This design comes from an exercise in tuning for small area and a short achievable clock period on the open sky130 flow, not from production work. RTL that was checked went through simulation tests only; none was proved equivalent to the original. Power figures rest on the tool's default switching activity, not on a simulated workload.

==> flow/design.v <==
module ksCarry #(parameter W = 32)(
	input [W-1:0] a, b,
	input cin,
	output cout
);
localparam L = $clog2(W + 1);
wire [W:0] g [0:L];
wire [W:0] p [0:L];
assign g[0] = {a & b, cin};
assign p[0] = {a | b, 1'b0};
genvar l, i;
generate
	for (l = 0; l < L; l = l + 1) begin: lv
		for (i = 0; i <= W; i = i + 1) begin: bt
			if (i >= (1 << l)) begin: m
				assign g[l+1][i] = g[l][i] | (p[l][i] & g[l][i - (1 << l)]);
				assign p[l+1][i] = p[l][i] & p[l][i - (1 << l)];
			end else begin: k
				assign g[l+1][i] = g[l][i];
				assign p[l+1][i] = p[l][i];
			end
		end
	end
endgenerate
assign cout = g[L][W];
endmodule
module ramOneHot #(parameter W = 32, parameter D = 64)(
	input clk,
	input [D-1:0] we,
	input [W-1:0] din,
	input [D-1:0] rsel,
	output [W-1:0] dout
);
wire [W-1:0] acc [0:D];
assign acc[0] = {W{1'b0}};
genvar i;
generate
	for (i = 0; i < D; i = i + 1) begin: word
		reg [W-1:0] m;
		always @(posedge clk) if (we[i]) m <= din;
		assign acc[i+1] = acc[i] | (m & {W{rsel[i]}});
	end
endgenerate
assign dout = acc[D];
endmodule
module ramOneHot2 #(parameter W = 32, parameter D = 32)(
	input clk,
	input [D-1:0] we,
	input [W-1:0] din,
	input [D-1:0] rsel1, rsel2,
	output [W-1:0] dout1, dout2
);
wire [W-1:0] acc1 [0:D];
wire [W-1:0] acc2 [0:D];
assign acc1[0] = {W{1'b0}};
assign acc2[0] = {W{1'b0}};
genvar i;
generate
	for (i = 0; i < D; i = i + 1) begin: word
		reg [W-1:0] m;
		always @(posedge clk) if (we[i]) m <= din;
		assign acc1[i+1] = acc1[i] | (m & {W{rsel1[i]}});
		assign acc2[i+1] = acc2[i] | (m & {W{rsel2[i]}});
	end
endgenerate
assign dout1 = acc1[D];
assign dout2 = acc2[D];
endmodule
module multiCycleDatapath #(parameter N = 32)(
	input [N-1:0] program_data, addr, init_PC,
	input pmode,
	input clk, reset,
	input SysCallAddr,
	output [1:0] flags,
	output wb_en,
	output [4:0] wb_addr,
	output [N-1:0] wb_data
);
function [3:0] encode;
	input [5:0] op;
	input [5:0] fn;
	begin
		if (op == 6'b000000) begin
			case (fn)
				6'b100000: encode = 4'b1000;
				6'b100010: encode = 4'b1001;
				6'b101010: encode = 4'b1010;
				6'b100100: encode = 4'b1011;
				6'b100110: encode = 4'b1101;
				6'b100111: encode = 4'b1110;
				6'b001000, 6'b001100: encode = 4'b1111;
				default: encode = 4'b1100;
			endcase
		end else begin
			case (op)
				6'b000001, 6'b000010, 6'b000011, 6'b000100, 6'b000101,
				6'b001111: encode = 4'b1111;
				6'b100011: encode = 4'b0111;
				6'b101011: encode = 4'b0001;
				6'b001000: encode = 4'b0000;
				6'b001010: encode = 4'b0010;
				6'b001100: encode = 4'b0011;
				6'b001101: encode = 4'b0110;
				6'b001110: encode = 4'b0101;
				default: encode = 4'b0100;
			endcase
		end
	end
endfunction
function [1:0] f0;
	input [N-1:0] p;
	begin
		f0[1] = (&p[31:2]) & ~p[1] & ~p[0];
		f0[0] = ~p[31] & (&p[30:2]);
	end
endfunction
function zsum;
	input [N-1:0] a, b;
	input cin;
	begin
		zsum = &(~(a ^ b ^ {a[N-2:0] | b[N-2:0], cin}));
	end
endfunction
function [7:0] dec3;
	input [2:0] a;
	begin
		dec3 = 8'd1 << a;
	end
endfunction
wire rst = reset & ~pmode;
reg S0, S1, S2, S3, S4, S5, S6, S7, S8;
reg [N-1:0] PC;
reg [29:0]  IR;             
reg [N-1:0] Xr, Yr;         
reg [7:0]   aLo, aHi;       
reg [31:1]  rsSel, rtSel;   
reg [7:0]   pcLo, pcHi;     
reg [1:0]   flags_r;
reg         wb_en_r;
reg [4:0]   wb_addr_r;
reg [N-1:0] wb_data_r;
reg         rfw_en;
reg [4:0]   rfw_addr;
reg [N-1:0] rfw_data;
assign flags   = flags_r;
assign wb_en   = wb_en_r;
assign wb_addr = wb_addr_r;
assign wb_data = wb_data_r;
wire [3:0]  cls = IR[29:26];
wire [4:0]  rs  = IR[25:21];
wire [4:0]  rt  = IR[20:16];
wire [4:0]  rd  = IR[15:11];
wire [15:0] imm = IR[15:0];
wire useY  = cls[3];
wire [2:0] k = cls[2:0];
wire isBR  = (cls == 4'b1111);
wire isMem = ~cls[3] & k[0] & (k[1] == k[2]);    
wire isSW  = (cls == 4'b0001);
wire sub   = (k == 3'b010) | (useY & (k == 3'b001)) | isBR;
reg [7:0]  pmLo, pmHi;
reg [29:0] pdin;
always @(posedge clk) begin
	pmLo <= dec3(addr[2:0]);
	pmHi <= dec3(addr[5:3]) & {8{pmode}};
	pdin <= {encode(program_data[31:26], program_data[5:0]), program_data[25:0]};
end
wire [63:0] ime;
genvar gi;
generate
	for (gi = 0; gi < 64; gi = gi + 1) begin: imwe
		assign ime[gi] = pmHi[gi / 8] & pmLo[gi % 8];
	end
endgenerate
wire [63:0] fa_dec;
generate
	for (gi = 0; gi < 64; gi = gi + 1) begin: fasel
		assign fa_dec[gi] = pcHi[gi / 8] & pcLo[gi % 8];
	end
endgenerate
wire [29:0] fetch;
ramOneHot #(30, 64) IMEM(.clk(clk), .we(ime), .din(pdin),
	.rsel(fa_dec), .dout(fetch));
wire [31:0] wa_dec = 32'd1 << rfw_addr;
wire [N-1:0] X, Y;
ramOneHot2 #(N, 31) RF(.clk(clk), .we(wa_dec[31:1] & {31{rfw_en}}), .din(rfw_data),
	.rsel1(rsSel), .rsel2(rtSel), .dout1(X), .dout2(Y));
wire [63:0] dsel;
generate
	for (gi = 0; gi < 64; gi = gi + 1) begin: dmsel
		assign dsel[gi] = aHi[gi / 8] & aLo[gi % 8];
	end
endgenerate
wire [N-1:0] dout;
ramOneHot #(N, 64) DMEM(.clk(clk), .we(dsel & {64{S6}}), .din(Yr),
	.rsel(dsel), .dout(dout));
wire [N-1:0] PCp4 = {PC[31:2] + 30'd1, PC[1:0]};
wire [N-1:0] bimm = {{14{fetch[15]}}, fetch[15:0], 2'b00};
wire zS1 = zsum(PCp4, bimm, 1'b0);
wire c18a;
ksCarry #(16) C18A(.a(PCp4[17:2]), .b(fetch[15:0]), .cin(1'b0), .cout(c18a));
wire c31a = fetch[15] ? (c18a | (|PCp4[30:18])) : (c18a & (&PCp4[30:18]));
wire oS1 = (PCp4[31] == fetch[15]) & (c31a ^ PCp4[31]);
wire [N-1:0] BF  = useY ? Y : {{16{imm[15]}}, imm};
wire [N-1:0] BFx = BF ^ {N{sub}};
wire c31e;
ksCarry #(31) C31E(.a(X[30:0]), .b(BFx[30:0]), .cin(sub), .cout(c31e));
wire zE = zsum(X, BFx, sub);
wire oE = (X[31] == BFx[31]) & (c31e ^ X[31]);
wire [N-1:0] B   = useY ? Yr : {{16{imm[15]}}, imm};
wire [N-1:0] Bx  = B ^ {N{sub}};
wire [N:0]   sR  = {Xr, 1'b1} + {Bx, sub};
wire [N-1:0] sum = sR[N:1];
wire oR  = (Xr[31] == Bx[31]) & (sum[31] ^ Xr[31]);
wire slt = sum[31] & ~oR;
reg [N-1:0] res;
always @(*) begin
	case (k)
		3'b000, 3'b001: res = sum;
		3'b010: res = {{N-1{1'b0}}, slt};
		3'b011: res = Xr & B;
		3'b100: res = {B[15:0], 16'b0};
		3'b101: res = Xr ^ B;
		default: res = useY ? ~(Xr | B) : (Xr | B);
	endcase
end
wire [4:0]  nrs = S0 ? fetch[25:21] : rs;
wire [4:0]  nrt = S0 ? fetch[20:16] : rt;
wire [31:0] nrs_dec = 32'd1 << nrs;
wire [31:0] nrt_dec = 32'd1 << nrt;
always @(posedge clk) begin
	if (rst) begin
		{S0, S1, S2, S3, S4, S5, S6, S7, S8} <= 9'b100000000;
	end else begin
		S0 <= S4 | S5 | S6 | S8;
		S1 <= S0;
		S2 <= S1 & isMem;
		S5 <= S1 & isBR;
		S7 <= S1 & ~isMem & ~isBR;
		S3 <= S2 & ~isSW;
		S6 <= S2 & isSW;
		S4 <= S3;
		S8 <= S7;
	end
	if (rst) PC <= init_PC;
	else if (S0) PC <= PCp4;
	if (rst) begin
		pcLo <= dec3(init_PC[4:2]);
		pcHi <= dec3(init_PC[7:5]);
	end else if (S0) begin
		pcLo <= {pcLo[6:0], pcLo[7]};
		if (pcLo[7]) pcHi <= {pcHi[6:0], pcHi[7]};
	end
	if (S0) IR <= fetch;
	rsSel <= nrs_dec[31:1];
	rtSel <= nrt_dec[31:1];
	Xr <= X;
	Yr <= Y;
	aLo <= dec3(sum[2:0]);
	aHi <= dec3(sum[5:3]);
	if (rst) flags_r <= f0(init_PC);
	else if (S0) flags_r <= {zS1, oS1};
	else if (S1) flags_r <= {zE, oE};
	else flags_r <= f0(PC);
	wb_en_r <= ~rst & (S3 | S7);
	wb_addr_r <= useY ? rd : rt;
	wb_data_r <= S3 ? dout : res;
	rfw_en   <= wb_en_r;
	rfw_addr <= wb_addr_r;
	rfw_data <= wb_data_r;
end
endmodule
==> flow/config.mk <==
export PLATFORM = sky130hd
export DESIGN_NAME = multiCycleDatapath
export DESIGN_NICKNAME = multiCycleDatapath
export VERILOG_FILES = /design/flow/design.v
export SDC_FILE = /design/flow/constraint.sdc
export NUM_CORES = 8
export LEC_CHECK = 0
export CAP_MARGIN = 20
export CORE_MARGIN = 2
export CORE_UTILIZATION = 60
export CTS_BUF_LIST = sky130_fd_sc_hd__clkbuf_16
export CTS_CLUSTER_DIAMETER = 60
export CTS_CLUSTER_SIZE = 30
export SLEW_MARGIN = 20
export SYNTH_MEMORY_MAX_BITS = 8192
==> flow/constraint.sdc <==
create_clock -name core_clock -period 17.5 [get_ports {clk}]
set_input_delay 3.5000 -clock core_clock [delete_from_list [all_inputs] [get_ports {clk}]]
set_output_delay 3.5000 -clock core_clock [all_outputs]
set_load 0.01 [all_outputs]
standard.sh (not shown) runs the stock make flow with config.mk's settings and CLKGATE_MAP_FILE= SYNTH_SCRIPT=/design/flow/synth_recipe.tcl, a recipe that flattens the netlist after the stock synthesis.
==> flow/flow/run.sh <==
#!/bin/bash
set -euo pipefail
bash standard.sh place > standard_place.log 2>&1
bash standard.sh SETUP_SLACK_MARGIN=13 finish > standard_finish.log 2>&1
Next try:
--- a/flow/design.v
+++ b/flow/design.v
@@ -139,9 +139,8 @@
 reg         wb_en_r;
 reg [4:0]   wb_addr_r;
 reg [N-1:0] wb_data_r;
-reg         rfw_en;
-reg [4:0]   rfw_addr;
-reg [N-1:0] rfw_data;
+reg         rfw_en;         
+reg [N-1:0] rfw_data;       
 assign flags   = flags_r;
 assign wb_en   = wb_en_r;
 assign wb_addr = wb_addr_r;
@@ -180,7 +179,7 @@
 wire [29:0] fetch;
 ramOneHot #(30, 64) IMEM(.clk(clk), .we(ime), .din(pdin),
 	.rsel(fa_dec), .dout(fetch));
-wire [31:0] wa_dec = 32'd1 << rfw_addr;
+wire [31:0] wa_dec = 32'd1 << (useY ? rd : rt);    
 wire [N-1:0] X, Y;
 ramOneHot2 #(N, 31) RF(.clk(clk), .we(wa_dec[31:1] & {31{rfw_en}}), .din(rfw_data),
 	.rsel1(rsSel), .rsel2(rtSel), .dout1(X), .dout2(Y));
@@ -264,8 +263,7 @@
 	wb_en_r <= ~rst & (S3 | S7);
 	wb_addr_r <= useY ? rd : rt;
 	wb_data_r <= S3 ? dout : res;
-	rfw_en   <= wb_en_r;
-	rfw_addr <= wb_addr_r;
-	rfw_data <= wb_data_r;
+	rfw_en <= S4 | S8;
+	if (S3 | S7) rfw_data <= S3 ? dout : res;
 end
 endmodule
What happened:
- global-route usage increases by 0.47 points
- worst setup slack improved by 0.059 ns
- wire length increases by 1.3%
- total power decreases by about 2.2%
- cell area barely changes

## main
multiCycleDatapath, a different RTL version from the one above (not shown whole).
Size: roughly 0.20 mm^2 of cells after synthesis.
==> module multiCycleDatapath, before the edit <==
module multiCycleDatapath #(parameter N = 32)(
	input [N-1:0] program_data, addr, init_PC,
	input pmode,
	input clk, reset,
	input SysCallAddr,
	output [1:0] flags,
	output wb_en,
	output [4:0] wb_addr,
	output [N-1:0] wb_data
);
function [3:0] encode;
	input [5:0] op;
	input [5:0] fn;
	begin
		if (op == 6'b000000) begin
			case (fn)
				6'b100000: encode = 4'b1000;
				6'b100010: encode = 4'b1001;
				6'b101010: encode = 4'b1010;
				6'b100100: encode = 4'b1011;
				6'b100110: encode = 4'b1101;
				6'b100111: encode = 4'b1110;
				6'b001000, 6'b001100: encode = 4'b1111;
				default: encode = 4'b1100;
			endcase
		end else begin
			case (op)
				6'b000001, 6'b000010, 6'b000011, 6'b000100, 6'b000101,
				6'b001111: encode = 4'b1111;
				6'b100011: encode = 4'b0111;
				6'b101011: encode = 4'b0001;
				6'b001000: encode = 4'b0000;
				6'b001010: encode = 4'b0010;
				6'b001100: encode = 4'b0011;
				6'b001101: encode = 4'b0110;
				6'b001110: encode = 4'b0101;
				default: encode = 4'b0100;
			endcase
		end
	end
endfunction
function [1:0] f0;
	input [N-1:0] p;
	begin
		f0[1] = (&p[31:2]) & ~p[1] & ~p[0];
		f0[0] = ~p[31] & (&p[30:2]);
	end
endfunction
function zsum;
	input [N-1:0] a, b;
	input cin;
	begin
		zsum = &(~(a ^ b ^ {a[N-2:0] | b[N-2:0], cin}));
	end
endfunction
function [7:0] dec3;
	input [2:0] a;
	begin
		dec3 = 8'd1 << a;
	end
endfunction
wire rst = reset & ~pmode;
reg S0, S1, S2, S3, S4, S5, S6, S7, S8;
reg [N-1:0] PC;
reg [29:0]  IR;             
reg [N-1:0] Xr, Yr;         
reg [7:0]   aLo, aHi;       
reg [1:0]   flags_r;
reg         wb_en_r;
reg [4:0]   wb_addr_r;
reg [N-1:0] wb_data_r;
assign flags   = flags_r;
assign wb_en   = wb_en_r;
assign wb_addr = wb_addr_r;
assign wb_data = wb_data_r;
wire [3:0]  cls = IR[29:26];
wire [4:0]  rs  = IR[25:21];
wire [4:0]  rt  = IR[20:16];
wire [4:0]  rd  = IR[15:11];
wire [15:0] imm = IR[15:0];
wire useY  = cls[3];
wire [2:0] k = cls[2:0];
wire isBR  = (cls == 4'b1111);
wire isMem = ~cls[3] & k[0] & (k[1] == k[2]);    
wire isSW  = (cls == 4'b0001);
wire sub   = (k == 3'b010) | (useY & (k == 3'b001)) | isBR;
wire [7:0] pmLo = dec3(addr[2:0]);
wire [7:0] pmHi = dec3(addr[5:3]) & {8{pmode}};
wire [29:0] pdin = {encode(program_data[31:26], program_data[5:0]), program_data[25:0]};
wire [63:0] ime;
genvar gi;
generate
	for (gi = 0; gi < 64; gi = gi + 1) begin: imwe
		assign ime[gi] = pmHi[gi / 8] & pmLo[gi % 8];
	end
endgenerate
wire [63:0] fa_dec = 64'd1 << PC[7:2];
wire [29:0] fetch;
ramOneHot #(30, 64) IMEM(.clk(clk), .we(ime), .din(pdin),
	.rsel(fa_dec), .dout(fetch));
wire [31:0] wa_dec = 32'd1 << wb_addr_r;
wire [31:0] rs_dec = 32'd1 << rs;
wire [31:0] rt_dec = 32'd1 << rt;
wire [N-1:0] X, Y;
ramOneHot2 #(N, 31) RF(.clk(clk), .we(wa_dec[31:1] & {31{wb_en_r}}), .din(wb_data_r),
	.rsel1(rs_dec[31:1]), .rsel2(rt_dec[31:1]), .dout1(X), .dout2(Y));
wire [63:0] dsel;
generate
	for (gi = 0; gi < 64; gi = gi + 1) begin: dmsel
		assign dsel[gi] = aHi[gi / 8] & aLo[gi % 8];
	end
endgenerate
wire [N-1:0] dout;
ramOneHot #(N, 64) DMEM(.clk(clk), .we(dsel & {64{S6}}), .din(Yr),
	.rsel(dsel), .dout(dout));
wire [N-1:0] PCp4 = {PC[31:2] + 30'd1, PC[1:0]};
wire [N-1:0] bimm = {{14{fetch[15]}}, fetch[15:0], 2'b00};
wire [N-1:0] c31a = {1'b0, PCp4[30:0]} + {1'b0, bimm[30:0]};
wire zS1 = zsum(PCp4, bimm, 1'b0);
wire oS1 = (PCp4[31] == bimm[31]) & (c31a[31] ^ PCp4[31]);
wire [N-1:0] BF  = useY ? Y : {{16{imm[15]}}, imm};
wire [N-1:0] BFx = BF ^ {N{sub}};
wire [N:0]   sF  = {X, 1'b1} + {BFx, sub};
wire zE = zsum(X, BFx, sub);
wire oE = (X[31] == BFx[31]) & (sF[N] ^ X[31]);
wire [N-1:0] B   = useY ? Yr : {{16{imm[15]}}, imm};
wire [N-1:0] Bx  = B ^ {N{sub}};
wire [N:0]   sR  = {Xr, 1'b1} + {Bx, sub};
wire [N-1:0] sum = sR[N:1];
wire oR  = (Xr[31] == Bx[31]) & (sum[31] ^ Xr[31]);
wire slt = sum[31] & ~oR;
reg [N-1:0] res;
always @(*) begin
	case (k)
		3'b000, 3'b001: res = sum;
		3'b010: res = {{N-1{1'b0}}, slt};
		3'b011: res = Xr & B;
		3'b100: res = {B[15:0], 16'b0};
		3'b101: res = Xr ^ B;
		default: res = useY ? ~(Xr | B) : (Xr | B);
	endcase
end
always @(posedge clk) begin
	if (rst) begin
		{S0, S1, S2, S3, S4, S5, S6, S7, S8} <= 9'b100000000;
	end else begin
		S0 <= S4 | S5 | S6 | S8;
		S1 <= S0;
		S2 <= S1 & isMem;
		S5 <= S1 & isBR;
		S7 <= S1 & ~isMem & ~isBR;
		S3 <= S2 & ~isSW;
		S6 <= S2 & isSW;
		S4 <= S3;
		S8 <= S7;
	end
	if (rst) PC <= init_PC;
	else if (S0) PC <= PCp4;
	if (S0) IR <= fetch;
	Xr <= X;
	Yr <= Y;
	aLo <= dec3(sum[2:0]);
	aHi <= dec3(sum[5:3]);
	if (rst) flags_r <= f0(init_PC);
	else if (S0) flags_r <= {zS1, oS1};
	else if (S1) flags_r <= {zE, oE};
	else flags_r <= f0(PC);
	wb_en_r <= ~rst & (S3 | S7);
	wb_addr_r <= useY ? rd : rt;
	wb_data_r <= S3 ? dout : res;
end
endmodule
==> flow/config.mk <==
export PLATFORM = sky130hd
export DESIGN_NAME = multiCycleDatapath
export DESIGN_NICKNAME = multiCycleDatapath
export VERILOG_FILES = /design/flow/design.v
export SDC_FILE = /design/flow/constraint.sdc
export NUM_CORES = 8
export LEC_CHECK = 0
export CAP_MARGIN = 20
export CORE_MARGIN = 2
export CORE_UTILIZATION = 60
export CTS_BUF_LIST = sky130_fd_sc_hd__clkbuf_16
export CTS_CLUSTER_DIAMETER = 60
export CTS_CLUSTER_SIZE = 30
export SLEW_MARGIN = 20
export SYNTH_MEMORY_MAX_BITS = 8192
==> flow/constraint.sdc <==
create_clock -name core_clock -period 17.5 [get_ports {clk}]
set_input_delay 3.5000 -clock core_clock [delete_from_list [all_inputs] [get_ports {clk}]]
set_output_delay 3.5000 -clock core_clock [all_outputs]
set_load 0.01 [all_outputs]
==> flow/flow/run.sh <==
#!/bin/bash
# Standard ORFS layout, with repair_timing aiming at a setup slack margin so
# that the optimiser works on the real critical paths (the clock period and
# the SDC are the design's, unchanged).
set -euo pipefail
bash standard.sh SETUP_SLACK_MARGIN=13 finish > standard_flow.log 2>&1
> inputs changed (main -> the feature branch)
--- a/flow/design.v
+++ b/flow/design.v
@@ -106,8 +106,10 @@
 reg [N-1:0] PC;
 reg [29:0]  IR;             
 reg [N-1:0] Xr, Yr;         
 reg [7:0]   aLo, aHi;       
+reg [31:1]  rsSel, rtSel;   
+reg [7:0]   pcLo, pcHi;     
 reg [1:0]   flags_r;
 reg         wb_en_r;
 reg [4:0]   wb_addr_r;
 reg [N-1:0] wb_data_r;
@@ -135,18 +137,21 @@
 	for (gi = 0; gi < 64; gi = gi + 1) begin: imwe
 		assign ime[gi] = pmHi[gi / 8] & pmLo[gi % 8];
 	end
 endgenerate
-wire [63:0] fa_dec = 64'd1 << PC[7:2];
+wire [63:0] fa_dec;
+generate
+	for (gi = 0; gi < 64; gi = gi + 1) begin: fasel
+		assign fa_dec[gi] = pcHi[gi / 8] & pcLo[gi % 8];
+	end
+endgenerate
 wire [29:0] fetch;
 ramOneHot #(30, 64) IMEM(.clk(clk), .we(ime), .din(pdin),
 	.rsel(fa_dec), .dout(fetch));
 wire [31:0] wa_dec = 32'd1 << wb_addr_r;
-wire [31:0] rs_dec = 32'd1 << rs;
-wire [31:0] rt_dec = 32'd1 << rt;
 wire [N-1:0] X, Y;
 ramOneHot2 #(N, 31) RF(.clk(clk), .we(wa_dec[31:1] & {31{wb_en_r}}), .din(wb_data_r),
-	.rsel1(rs_dec[31:1]), .rsel2(rt_dec[31:1]), .dout1(X), .dout2(Y));
+	.rsel1(rsSel), .rsel2(rtSel), .dout1(X), .dout2(Y));
 wire [63:0] dsel;
 generate
 	for (gi = 0; gi < 64; gi = gi + 1) begin: dmsel
 		assign dsel[gi] = aHi[gi / 8] & aLo[gi % 8];
@@ -181,8 +186,12 @@
 		3'b101: res = Xr ^ B;
 		default: res = useY ? ~(Xr | B) : (Xr | B);
 	endcase
 end
+wire [4:0]  nrs = S0 ? fetch[25:21] : rs;
+wire [4:0]  nrt = S0 ? fetch[20:16] : rt;
+wire [31:0] nrs_dec = 32'd1 << nrs;
+wire [31:0] nrt_dec = 32'd1 << nrt;
 always @(posedge clk) begin
 	if (rst) begin
 		{S0, S1, S2, S3, S4, S5, S6, S7, S8} <= 9'b100000000;
 	end else begin
@@ -197,9 +206,18 @@
 		S8 <= S7;
 	end
 	if (rst) PC <= init_PC;
 	else if (S0) PC <= PCp4;
+	if (rst) begin
+		pcLo <= dec3(init_PC[4:2]);
+		pcHi <= dec3(init_PC[7:5]);
+	end else if (S0) begin
+		pcLo <= {pcLo[6:0], pcLo[7]};
+		if (pcLo[7]) pcHi <= {pcHi[6:0], pcHi[7]};
+	end
 	if (S0) IR <= fetch;
+	rsSel <= nrs_dec[31:1];
+	rtSel <= nrt_dec[31:1];
 	Xr <= X;
 	Yr <= Y;
 	aLo <= dec3(sum[2:0]);
 	aHi <= dec3(sum[5:3]);
Findings:
Compared with main, the feature branch shows a lower total power. Going from main to the feature branch, multiplexer area fraction after synthesis level, combined area of the multi-input logic cells moved down, relative contribution of the clock network to total power moved up. Met1 wire length delta for the feature branch relative to main: about 3% higher. As of the feature branch, flip-flop and latch count had risen slightly compared to main. Higher total buffers and inverters traversed by the critical path was reported by main, not the feature branch. Max final cell area excluding filler cells across the feature branch and main: the feature branch.
No functional check of the RTL was part of any run of this note.

-- afterwards: timing with drivers on the ports --
In the flow no input, the clock included, has a driving cell. The finished layouts below were timed again as built, in two steps. Step 1 (the two cells are an assumption about what drives the block):
set clk [get_ports {clk}]
set_driving_cell -lib_cell sky130_fd_sc_hd__clkbuf_16 $clk
set_driving_cell -lib_cell sky130_fd_sc_hd__buf_2 [delete_from_list [all_inputs] $clk]
Step 2, shift: input delay + t, output delay - t, t = (earliest + latest rising clock arrival at the registers) / 2. This alone moves slack from input paths to output paths. Slacks: no drivers / after step 1 / after step 2; pairs: no drivers / after step 1.
run	t (ns)	setup slack, ns	clock arrival spread, ns	cell pins on the clock port's net
the first run of note 1	1.114	12.359 / 12.247 / 11.928	0.084 / 0.084	1
the second run of note 1	1.128	12.418 / 12.292 / 11.888	0.106 / 0.107	1
main	1.121	12.080 / 12.080 / 11.825	0.085 / 0.085	1
the feature branch	1.141	12.238 / 12.134 / 11.590	0.077 / 0.077	1
After both steps setup and hold are still met in every run listed. The setup slack of the feature branch, which loses most, moves by -0.104 ns with the drivers and by -0.648 ns with both steps.
